Background: an optimization exercise with open tools, aiming at a short achievable clock period and few clock cycles. Do not read the settings as production practice.
Power is estimated from default activity; no workload was simulated.

red:
==> flow/design.v <==
`timescale 1ns / 1ps
module cpu(
input clk,
input reset,
input [15:0] din,
output reg [15:0] dout,
output reg dout_valid,
output [15:0] imem_addr,
input [31:0] imem_data,
output halted
    );
 integer j;
 reg [15:0] PC;
 reg        halt_r;
 reg        dv;             
 reg [31:0] IR;
 reg        d_pred;         
 reg [15:0] d_pcinc;        
 reg        ev;             
 reg [4:0]  e_rd;
 reg [3:0]  e_addr;
 reg [15:0] ea, eb;         
 reg        e_wr, e_flg, e_mul, e_st, e_stdin, e_ld;
 reg        s_sgpr, s_pa, s_pb, s_na, s_nb, s_add, s_sub, s_or, s_and,
            s_xor, s_xnor, s_nand, s_nor;
 reg [15:0] mA, mB;         
 reg        mv;             
 reg [4:0]  mrd;
 reg        mzero;
 reg [31:0] mr0, mr1, mr2;  
 reg [15:0] GPR [0:31];
 reg [15:0] SGPR;
 reg        carry, zero, sign, overflow;
 reg [15:0] data_mem [0:15];
 reg [15:0] din_r;
 assign imem_addr = PC;
 assign halted    = halt_r;
 wire [16:0] sum  = {1'b0, ea} + {1'b0, eb};
 wire [15:0] diff = ea - eb;
 wire [15:0] ld_data = data_mem[e_addr];
 wire [15:0] log_res =
      ({16{s_sgpr}} & SGPR)      | ({16{s_pa}}  & ea)            |
      ({16{s_pb}}   & eb)        | ({16{s_na}}  & ~ea)           |
      ({16{s_nb}}   & ~eb)       | ({16{s_or}}  & (ea | eb))     |
      ({16{s_and}}  & (ea & eb)) | ({16{s_xor}} & (ea ^ eb))     |
      ({16{s_xnor}} & ~(ea ^ eb))| ({16{s_nand}} & ~(ea & eb))   |
      ({16{s_nor}}  & ~(ea | eb));
 wire [15:0] alu_res = log_res | ({16{s_add}} & sum[15:0]) | ({16{s_sub}} & diff);
 wire [15:0] e_res = e_ld ? ld_data : alu_res;
 wire z_add = ((ea ^ eb) == {ea[14:0] | eb[14:0], 1'b0});
 wire z_sub = (ea == eb);
 wire n_zero  = s_add ? z_add : s_sub ? z_sub : ~(|log_res);
 wire n_sign  = s_add ? sum[15] : s_sub ? diff[15] : log_res[15];
 wire n_carry = s_add & sum[16];
 wire n_ovf   = (s_add & (ea[15] == eb[15]) & (sum[15] != ea[15])) |
                (s_sub & (ea[15] != eb[15]) & (diff[15] != ea[15]));
 wire e_wr_now  = ev & e_wr;
 wire e_flg_now = ev & e_flg;
 wire e_mul_now = ev & e_mul;
 wire [18:0] bz = {2'b00, mB, 1'b0};
 wire [31:0] pp [0:8];
 wire [8:0]  bneg;
 genvar gi;
 generate
   for (gi = 0; gi < 9; gi = gi + 1) begin : g_booth
     wire b2 = bz[2*gi+2], b1 = bz[2*gi+1], b0 = bz[2*gi];
     wire one = b1 ^ b0;
     wire two = (b2 & ~b1 & ~b0) | (~b2 & b1 & b0);
     wire [16:0] mag = ({17{one}} & {1'b0, mA}) | ({17{two}} & {mA, 1'b0});
     wire [31:0] row = ({15'd0, mag} ^ {32{b2}}) << (2*gi);
     assign bneg[gi] = b2;
     if (gi == 0) begin : g_first
       assign pp[gi] = row;
     end else begin : g_rest
       assign pp[gi] = row | ({31'd0, bneg[gi-1]} << (2*gi-2));
     end
   end
 endgenerate
 function [63:0] csa;
   input [31:0] a, b, c;
   begin
     csa[63:32] = a ^ b ^ c;
     csa[31:0]  = {(a[30:0] & b[30:0]) | (a[30:0] & c[30:0]) | (b[30:0] & c[30:0]), 1'b0};
   end
 endfunction
 wire [63:0] l1a = csa(pp[0], pp[1], pp[2]);
 wire [63:0] l1b = csa(pp[3], pp[4], pp[5]);
 wire [63:0] l1c = csa(pp[6], pp[7], pp[8]);
 wire [63:0] l2a = csa(l1a[63:32], l1a[31:0], l1b[63:32]);
 wire [63:0] l2b = csa(l1b[31:0], l1c[63:32], l1c[31:0]);
 wire [63:0] l3a = csa(l2a[63:32], l2a[31:0], l2b[63:32]);
 wire [63:0] l4a  = csa(mr0, mr1, mr2);
 wire [31:0] prod = l4a[63:32] + l4a[31:0];
 wire [4:0]  op   = IR[31:27];
 wire [4:0]  rd   = IR[26:22];
 wire [4:0]  rs1  = IR[21:17];
 wire        mode = IR[16];
 wire [4:0]  rs2  = IR[15:11];
 wire [15:0] imm  = IR[15:0];
 wire d_alu   = (op <= 5'b01011);
 wire d_mul   = (op == 5'b00100);
 wire d_cond  = (op >= 5'b10011) && (op <= 5'b11010);
 wire d_two   = (op >= 5'b00010) && (op <= 5'b01010);           
 wire reads_a = d_two | (op == 5'b01101) |
                (((op == 5'b00001) | (op == 5'b01011)) & ~mode);
 wire reads_b = d_two & ~mode;
 wire stall_d = dv & (
     (e_mul_now & ((reads_a & (rs1 == e_rd)) | (reads_b & (rs2 == e_rd)) |
                   (op == 5'b00000))) |
     (d_cond & (e_mul_now | (mv & ~e_flg_now))));
 wire go_d = dv & ~stall_d;
 wire [15:0] ra = GPR[rs1];
 wire [15:0] rb = GPR[rs2];
 wire [15:0] fa = (e_wr_now & (e_rd == rs1)) ? e_res :
                  (mv & (mrd == rs1)) ? prod[15:0] : ra;
 wire [15:0] fb = (e_wr_now & (e_rd == rs2)) ? e_res :
                  (mv & (mrd == rs2)) ? prod[15:0] : rb;
 wire [15:0] na = fa;
 wire [15:0] nb = mode ? imm : fb;
 wire c_zero  = e_flg_now ? n_zero  : zero;
 wire c_sign  = e_flg_now ? n_sign  : sign;
 wire c_carry = e_flg_now ? n_carry : carry;
 wire c_ovf   = e_flg_now ? n_ovf   : overflow;
 reg  taken;
 always @(*) begin
    case (op)
    5'b10011:  taken = c_carry;
    5'b10100: taken = ~c_carry;
    5'b10101:  taken = c_sign;
    5'b10110: taken = ~c_sign;
    5'b10111:  taken = c_zero;
    5'b11000: taken = ~c_zero;
    5'b11001:  taken = c_ovf;
    5'b11010: taken = ~c_ovf;
    default: taken = 1'b0;
    endcase
 end
 wire mis = go_d & d_cond & (taken != d_pred);
 wire        st_hit  = ev & e_st & (e_addr == IR[3:0]);
 wire [15:0] st_data = e_stdin ? din_r : ea;
 wire [15:0] out_data = st_hit ? st_data : data_mem[IR[3:0]];
 wire [4:0]  fop  = imem_data[31:27];
 wire [15:0] fimm = imem_data[15:0];
 wire f_cond = (fop >= 5'b10011) && (fop <= 5'b11010);
 wire f_pred = (fop == 5'b10010) | (f_cond & (fimm <= PC));
 wire [15:0] pc_inc = PC + 16'd1;
 always @(posedge clk) begin
    din_r <= din;
    if (reset) begin
       PC     <= 16'd0;
       halt_r <= 1'b0;
       dv     <= 1'b0;
    end else if (mis) begin
       PC <= d_pred ? d_pcinc : IR[15:0];
       dv <= 1'b0;
    end else if (~stall_d) begin
       if (~halt_r) begin
          PC     <= f_pred ? fimm : pc_inc;
          IR     <= imem_data;
          d_pred <= f_pred;
          d_pcinc <= pc_inc;
          if (fop == 5'b11011)
             halt_r <= 1'b1;
       end
       dv <= ~halt_r;
    end
 end
 always @(posedge clk) begin
    if (reset)
       ev <= 1'b0;
    else
       ev <= go_d;
    e_rd   <= rd;
    e_addr <= IR[3:0];
    ea     <= na;
    eb     <= nb;
    if (go_d & d_mul) begin
       mA <= na;
       mB <= nb;
    end
    e_wr    <= (d_alt_w(op));
    e_flg   <= d_alu & ~d_mul;
    e_mul   <= d_mul;
    e_st    <= (op == 5'b01101) | (op == 5'b01110);
    e_stdin <= (op == 5'b01110);
    e_ld    <= (op == 5'b01111);
    s_sgpr  <= (op == 5'b00000);
    s_pa    <= (op == 5'b00001) & ~mode;
    s_pb    <= (op == 5'b00001) & mode;
    s_na    <= (op == 5'b01011) & ~mode;
    s_nb    <= (op == 5'b01011) & mode;
    s_add   <= (op == 5'b00010);
    s_sub   <= (op == 5'b00011);
    s_or    <= (op == 5'b00101);
    s_and   <= (op == 5'b00110);
    s_xor   <= (op == 5'b00111);
    s_xnor  <= (op == 5'b01000);
    s_nand  <= (op == 5'b01001);
    s_nor   <= (op == 5'b01010);
 end
 function d_alt_w;
   input [4:0] o;
   d_alt_w = ((o <= 5'b01011) && (o != 5'b00100)) || (o == 5'b01111);
 endfunction
 always @(posedge clk) begin
    if (reset)
       mv <= 1'b0;
    else
       mv <= e_mul_now;
    mrd   <= e_rd;
    mzero <= (mA == 16'd0) | (mB == 16'd0);
    mr0   <= l3a[63:32];
    mr1   <= l3a[31:0];
    mr2   <= l2b[31:0];
 end
 always @(posedge clk) begin
    if (reset) begin
       SGPR <= 16'd0;
       for (j = 0; j < 32; j = j + 1)
          GPR[j] <= 16'd0;
       carry      <= 1'b0;
       zero       <= 1'b1;
       sign       <= 1'b0;
       overflow   <= 1'b0;
       dout_valid <= 1'b0;
    end else begin
       dout_valid <= go_d & (op == 5'b10001);
       if (go_d & (op == 5'b10001))
          dout <= out_data;
       if (mv) begin
          GPR[mrd] <= prod[15:0];
          SGPR     <= prod[31:16];
          zero     <= mzero;
          sign     <= prod[31];
          carry    <= 1'b0;
          overflow <= 1'b0;
       end
       if (e_wr_now)
          GPR[e_rd] <= e_res;
       if (e_flg_now) begin
          zero     <= n_zero;
          sign     <= n_sign;
          carry    <= n_carry;
          overflow <= n_ovf;
       end
       if (ev & e_st)
          data_mem[e_addr] <= st_data;
    end
 end
endmodule
==> flow/config.mk <==
export PLATFORM = sky130hd
export DESIGN_NAME = cpu
export DESIGN_NICKNAME = cpu
export VERILOG_FILES = /design/flow/design.v
export SDC_FILE = /design/flow/constraint.sdc
export NUM_CORES = 4
export LEC_CHECK = 0
export ABC_CLOCK_PERIOD_IN_PS = 1000
export CAP_MARGIN = 20
export CORE_MARGIN = 2
export CORE_UTILIZATION = 40
export PLACE_DENSITY = 0.6
export SLEW_MARGIN = 20
==> flow/constraint.sdc <==
create_clock -name core_clock -period 11.0 [get_ports {clk}]
set_input_delay 2.2000 -clock core_clock [delete_from_list [all_inputs] [get_ports {clk}]]
set_output_delay 2.2000 -clock core_clock [all_outputs]
set_load 0.01 [all_outputs]
standard.sh (not shown) runs the stock make flow with config.mk's settings and CLKGATE_MAP_FILE= SYNTH_SCRIPT=/design/flow/synth_recipe.tcl, a recipe that flattens the netlist after the stock synthesis.
==> flow/flow/run.sh <==
#!/bin/bash
# Standard ORFS layout; timing repair aims well below the clock period so the
# design is optimised for the period it can reach, not just for 11 ns.
set -o pipefail
export SETUP_SLACK_MARGIN=8.0
export TNS_END_PERCENT=5
export BUFFER_PORTS_ARGS="-buffer_cell sky130_fd_sc_hd__buf_4"
bash standard.sh > flow_standard.log 2>&1
Setup changes, red to orange
--- a/flow/design.v
+++ b/flow/design.v
@@ -13,9 +13,8 @@
  reg [15:0] PC;
  reg        halt_r;
  reg        dv;             
  reg [31:0] IR;
- reg        d_pred;         
  reg [15:0] d_pcinc;        
  reg        ev;             
  reg [4:0]  e_rd;
  reg [3:0]  e_addr;
@@ -34,27 +33,28 @@
  reg [15:0] data_mem [0:15];
  reg [15:0] din_r;
  assign imem_addr = PC;
  assign halted    = halt_r;
- wire [16:0] sum  = {1'b0, ea} + {1'b0, eb};
- wire [15:0] diff = ea - eb;
+ wire [15:0] ebx  = eb ^ {16{s_sub}};
+ wire [17:0] asum = {1'b0, ea, 1'b1} + {1'b0, ebx, s_sub};
+ wire [15:0] ares = asum[16:1];
+ wire        s_arith = s_add | s_sub;
  wire [15:0] ld_data = data_mem[e_addr];
  wire [15:0] log_res =
       ({16{s_sgpr}} & SGPR)      | ({16{s_pa}}  & ea)            |
       ({16{s_pb}}   & eb)        | ({16{s_na}}  & ~ea)           |
       ({16{s_nb}}   & ~eb)       | ({16{s_or}}  & (ea | eb))     |
       ({16{s_and}}  & (ea & eb)) | ({16{s_xor}} & (ea ^ eb))     |
       ({16{s_xnor}} & ~(ea ^ eb))| ({16{s_nand}} & ~(ea & eb))   |
       ({16{s_nor}}  & ~(ea | eb));
- wire [15:0] alu_res = log_res | ({16{s_add}} & sum[15:0]) | ({16{s_sub}} & diff);
+ wire [15:0] alu_res = s_arith ? ares : log_res;
  wire [15:0] e_res = e_ld ? ld_data : alu_res;
  wire z_add = ((ea ^ eb) == {ea[14:0] | eb[14:0], 1'b0});
  wire z_sub = (ea == eb);
  wire n_zero  = s_add ? z_add : s_sub ? z_sub : ~(|log_res);
- wire n_sign  = s_add ? sum[15] : s_sub ? diff[15] : log_res[15];
- wire n_carry = s_add & sum[16];
- wire n_ovf   = (s_add & (ea[15] == eb[15]) & (sum[15] != ea[15])) |
-                (s_sub & (ea[15] != eb[15]) & (diff[15] != ea[15]));
+ wire n_sign  = s_arith ? ares[15] : log_res[15];
+ wire n_carry = s_add & asum[17];
+ wire n_ovf   = s_arith & (ea[15] == ebx[15]) & (ares[15] != ea[15]);
  wire e_wr_now  = ev & e_wr;
  wire e_flg_now = ev & e_flg;
  wire e_mul_now = ev & e_mul;
  wire [18:0] bz = {2'b00, mB, 1'b0};
@@ -134,32 +134,32 @@
     5'b11010: taken = ~c_ovf;
     default: taken = 1'b0;
     endcase
  end
- wire mis = go_d & d_cond & (taken != d_pred);
+ wire mis = go_d & d_cond & ~taken;
  wire        st_hit  = ev & e_st & (e_addr == IR[3:0]);
  wire [15:0] st_data = e_stdin ? din_r : ea;
  wire [15:0] out_data = st_hit ? st_data : data_mem[IR[3:0]];
  wire [4:0]  fop  = imem_data[31:27];
  wire [15:0] fimm = imem_data[15:0];
- wire f_cond = (fop >= 5'b10011) && (fop <= 5'b11010);
- wire f_pred = (fop == 5'b10010) | (f_cond & (fimm <= PC));
+ wire f_pred = (fop >= 5'b10010) && (fop <= 5'b11010);
  wire [15:0] pc_inc = PC + 16'd1;
  always @(posedge clk) begin
     din_r <= din;
+    if (~stall_d) begin
+       IR      <= imem_data;
+       d_pcinc <= pc_inc;
+    end
     if (reset) begin
        PC     <= 16'd0;
        halt_r <= 1'b0;
        dv     <= 1'b0;
     end else if (mis) begin
-       PC <= d_pred ? d_pcinc : IR[15:0];
+       PC <= d_pcinc;
        dv <= 1'b0;
     end else if (~stall_d) begin
        if (~halt_r) begin
-          PC     <= f_pred ? fimm : pc_inc;
-          IR     <= imem_data;
-          d_pred <= f_pred;
-          d_pcinc <= pc_inc;
+          PC <= f_pred ? fimm : pc_inc;
           if (fop == 5'b11011)
              halt_r <= 1'b1;
        end
        dv <= ~halt_r;
@@ -177,9 +177,9 @@
     if (go_d & d_mul) begin
        mA <= na;
        mB <= nb;
     end
-    e_wr    <= (d_alt_w(op));
+    e_wr    <= d_wr_dec(op);
     e_flg   <= d_alu & ~d_mul;
     e_mul   <= d_mul;
     e_st    <= (op == 5'b01101) | (op == 5'b01110);
     e_stdin <= (op == 5'b01110);
@@ -197,11 +197,11 @@
     s_xnor  <= (op == 5'b01000);
     s_nand  <= (op == 5'b01001);
     s_nor   <= (op == 5'b01010);
  end
- function d_alt_w;
+ function d_wr_dec;
    input [4:0] o;
-   d_alt_w = ((o <= 5'b01011) && (o != 5'b00100)) || (o == 5'b01111);
+   d_wr_dec = ((o <= 5'b01011) && (o != 5'b00100)) || (o == 5'b01111);
  endfunction
  always @(posedge clk) begin
     if (reset)
        mv <= 1'b0;
### Flow results
Status orange: flow complete, layout not clean - capacitance limit, slew limit
Worst hold slack came out lower on orange than on red.
On total power: between orange and red, it ends up lower for orange.
orange ended with less fraction of area in multi-input gates than red.
Re final number of setup-violating endpoints: no difference whatsoever between red and orange.
Final area was lower in red than in orange.
Clock power deteriorates in orange relative to red.
Going from red to orange, first-pass GRT wire length shrinks by about 3.5%.
orange: power density over the cells is about 13% lower than what red reported.
red has lower maximum fanout encountered on the critical timing path than orange.
Going from red to orange, accumulated negative setup slack now sits at about the same level; worst setup slack shows an increase of 290 ps; xor and xnor area share after synthesis grew by 0.17 points; critical path depth now smaller.
Area of placed instances: orange < red
Function was not checked in any run of this note: the RTL went through the layout flow alone.

* * *

## job 853
cpu, a different RTL version from the one above (not shown whole).
Size in the first run: about 5500 cells after synthesis, roughly 1200 flip-flops, about 84 I/O pins, about 66000 um^2 of cells after synthesis.
==> flow/design.v (excerpt) <==
module cpu(
input clk,
input reset,
input [15:0] din,
output reg [15:0] dout,
output reg dout_valid,
output [15:0] imem_addr,
input [31:0] imem_data,
output halted
    );
==> flow/config.mk <==
export PLATFORM = sky130hd
export DESIGN_NAME = cpu
export DESIGN_NICKNAME = cpu
export VERILOG_FILES = /design/flow/design.v
export SDC_FILE = /design/flow/constraint.sdc
export NUM_CORES = 4
export LEC_CHECK = 0
export ABC_CLOCK_PERIOD_IN_PS = 1000
export CAP_MARGIN = 35
export CORE_MARGIN = 2
export CORE_UTILIZATION = 58
export CTS_CLUSTER_DIAMETER = 100
export CTS_CLUSTER_SIZE = 20
export PLACE_DENSITY = 0.72
export SLEW_MARGIN = 35
==> flow/constraint.sdc <==
create_clock -name core_clock -period 11.0 [get_ports {clk}]
set_input_delay 2.2000 -clock core_clock [delete_from_list [all_inputs] [get_ports {clk}]]
set_output_delay 2.2000 -clock core_clock [all_outputs]
set_load 0.01 [all_outputs]
==> flow/flow/run.sh <==
#!/bin/bash
# Standard ORFS layout; timing repair aims well below the clock period so the
# design is optimised for the period it can reach, not just for 11 ns.
set -o pipefail
export SETUP_SLACK_MARGIN=8.0
export TNS_END_PERCENT=100
export BUFFER_PORTS_ARGS="-buffer_cell sky130_fd_sc_hd__buf_4"
bash standard.sh > flow_standard.log 2>&1
--- input diff job 853..job 2407 ---
--- a/flow/design.v
+++ b/flow/design.v
@@ -212,48 +212,53 @@
     default: taken = 1'b0;
     endcase
  end
  wire mis = go_d & d_cond & ~defer_d & ~taken & ~d_same;
  wire        st_hit   = ev & e_st & (e_addr == IR[3:0]);
  wire [15:0] st_data  = stA | ({16{e_stdin}} & din_r);
  wire [15:0] out_data = st_hit ? st_data : dmem[16*IR[3:0] +: 16];
  wire [4:0]  fop    = imem_data[31:27];
  wire [15:0] fimm   = imem_data[15:0];
  wire        f_pred = (fop >= 5'b10010) && (fop <= 5'b11010);
+ wire        f_zj   = (fop == 5'b10111) | (fop == 5'b11000);
+ wire        f_zok  = dv & (op == 5'b00011) & mode & ~e_fa & ~w_fa;
+ wire        f_zero = (ra == imm);
+ wire        f_res  = f_zj & f_zok;
+ wire        f_jump = f_res ? ((fop == 5'b10111) ? f_zero : ~f_zero) : f_pred;
  wire [15:0] pc_inc = PC + 16'd1;
  wire [15:0] pc_inc_o = PC_o + 16'd1;
  wire        f_same = (fimm == pc_inc);
  wire f_hold = dv & defer_d & (fop == 5'b11011);
  always @(posedge clk) begin
     din_r <= din;
     if (~stall_d) begin
        IR      <= imem_data;
        d_pcinc <= pc_inc;
-       d_same  <= f_same;
+       d_same  <= f_same | f_res;
     end
     if (reset) begin
        PC     <= 16'd0;
        PC_o   <= 16'd0;
        halt_r <= 1'b0;
        dv     <= 1'b0;
     end else if (e_mis) begin
        PC   <= e_pcinc;
        PC_o <= e_pcinc;
        dv   <= 1'b0;
     end else if (mis) begin
        PC   <= d_pcinc;
        PC_o <= d_pcinc;
        dv   <= 1'b0;
     end else if (~stall_d) begin
        if (~f_hold) begin
-          PC   <= f_pred ? fimm : pc_inc;
-          PC_o <= f_pred ? fimm : pc_inc_o;
+          PC   <= f_jump ? fimm : pc_inc;
+          PC_o <= f_jump ? fimm : pc_inc_o;
           if (fop == 5'b11011)
              halt_r <= 1'b1;
        end
        dv <= ~f_hold;
     end
  end
  always @(posedge clk) begin
     if (reset)
        ev <= 1'b0;
     else
Results
- Job 2407 went all the way through the flow, and no timing, DRC or antenna check failed.
- Looking at cell count, job 2407 sits about 1.1% higher than job 853 does.
- The total routing usage reported by global routing reported for job 2407 is greater than that of job 853 by 3.0 points.
- The buffer count excluding the clock tree in the final layout in job 2407 is 1.12 times that in job 853.
- Job 2407 against job 853: number of design-rule violations left by the first detailed-router iteration lost 141, y dimension of the die fell about 0.9%.
- Wire length the detailed router placed on met1: job 2407 vs job 853 up 6.3%
- As far as count of clock tree sinks goes, job 2407 and job 853 are indistinguishable; the numbers are identical.
Function was not checked in any run of this note: the RTL went through the layout flow alone.

## separate check: timing with driven ports
In the flow no input, the clock included, has a driving cell. The finished layouts below were timed again as built, in two steps.
Step 1 assumes that a clkbuf_16 drives the clock port and a buf_2 every other input.
Step 2 also shifts input and output timing later by t, the mid clock arrival at the registers, as if the neighbouring blocks saw the same clock.
Slacks: ideal ports / drivers / drivers and shift; pairs: ideal ports / drivers.
run	shift t [ns]	setup slack, ns	hold WS [ns]	worst setup path after step 2	latest minus earliest clock arrival (ns)
red	0.859	6.834 / 6.837 / 5.985	0.340 / 0.340 / 0.340	input to register	0.046 / 0.046
orange	0.857	7.125 / 7.025 / 6.168	0.322 / 0.322 / 0.322	input to register	0.052 / 0.052
job 853	0.770	7.579 / 7.500 / 6.814	0.350 / 0.350 / 0.350	input to register	0.032 / 0.033
job 2407	0.778	6.844 / 6.872 / 6.094	0.379 / 0.379 / 0.379	input to register	0.043 / 0.044
For orange, which loses most, drivers alone change the setup slack by -0.100 ns; drivers and shift together by -0.957 ns.
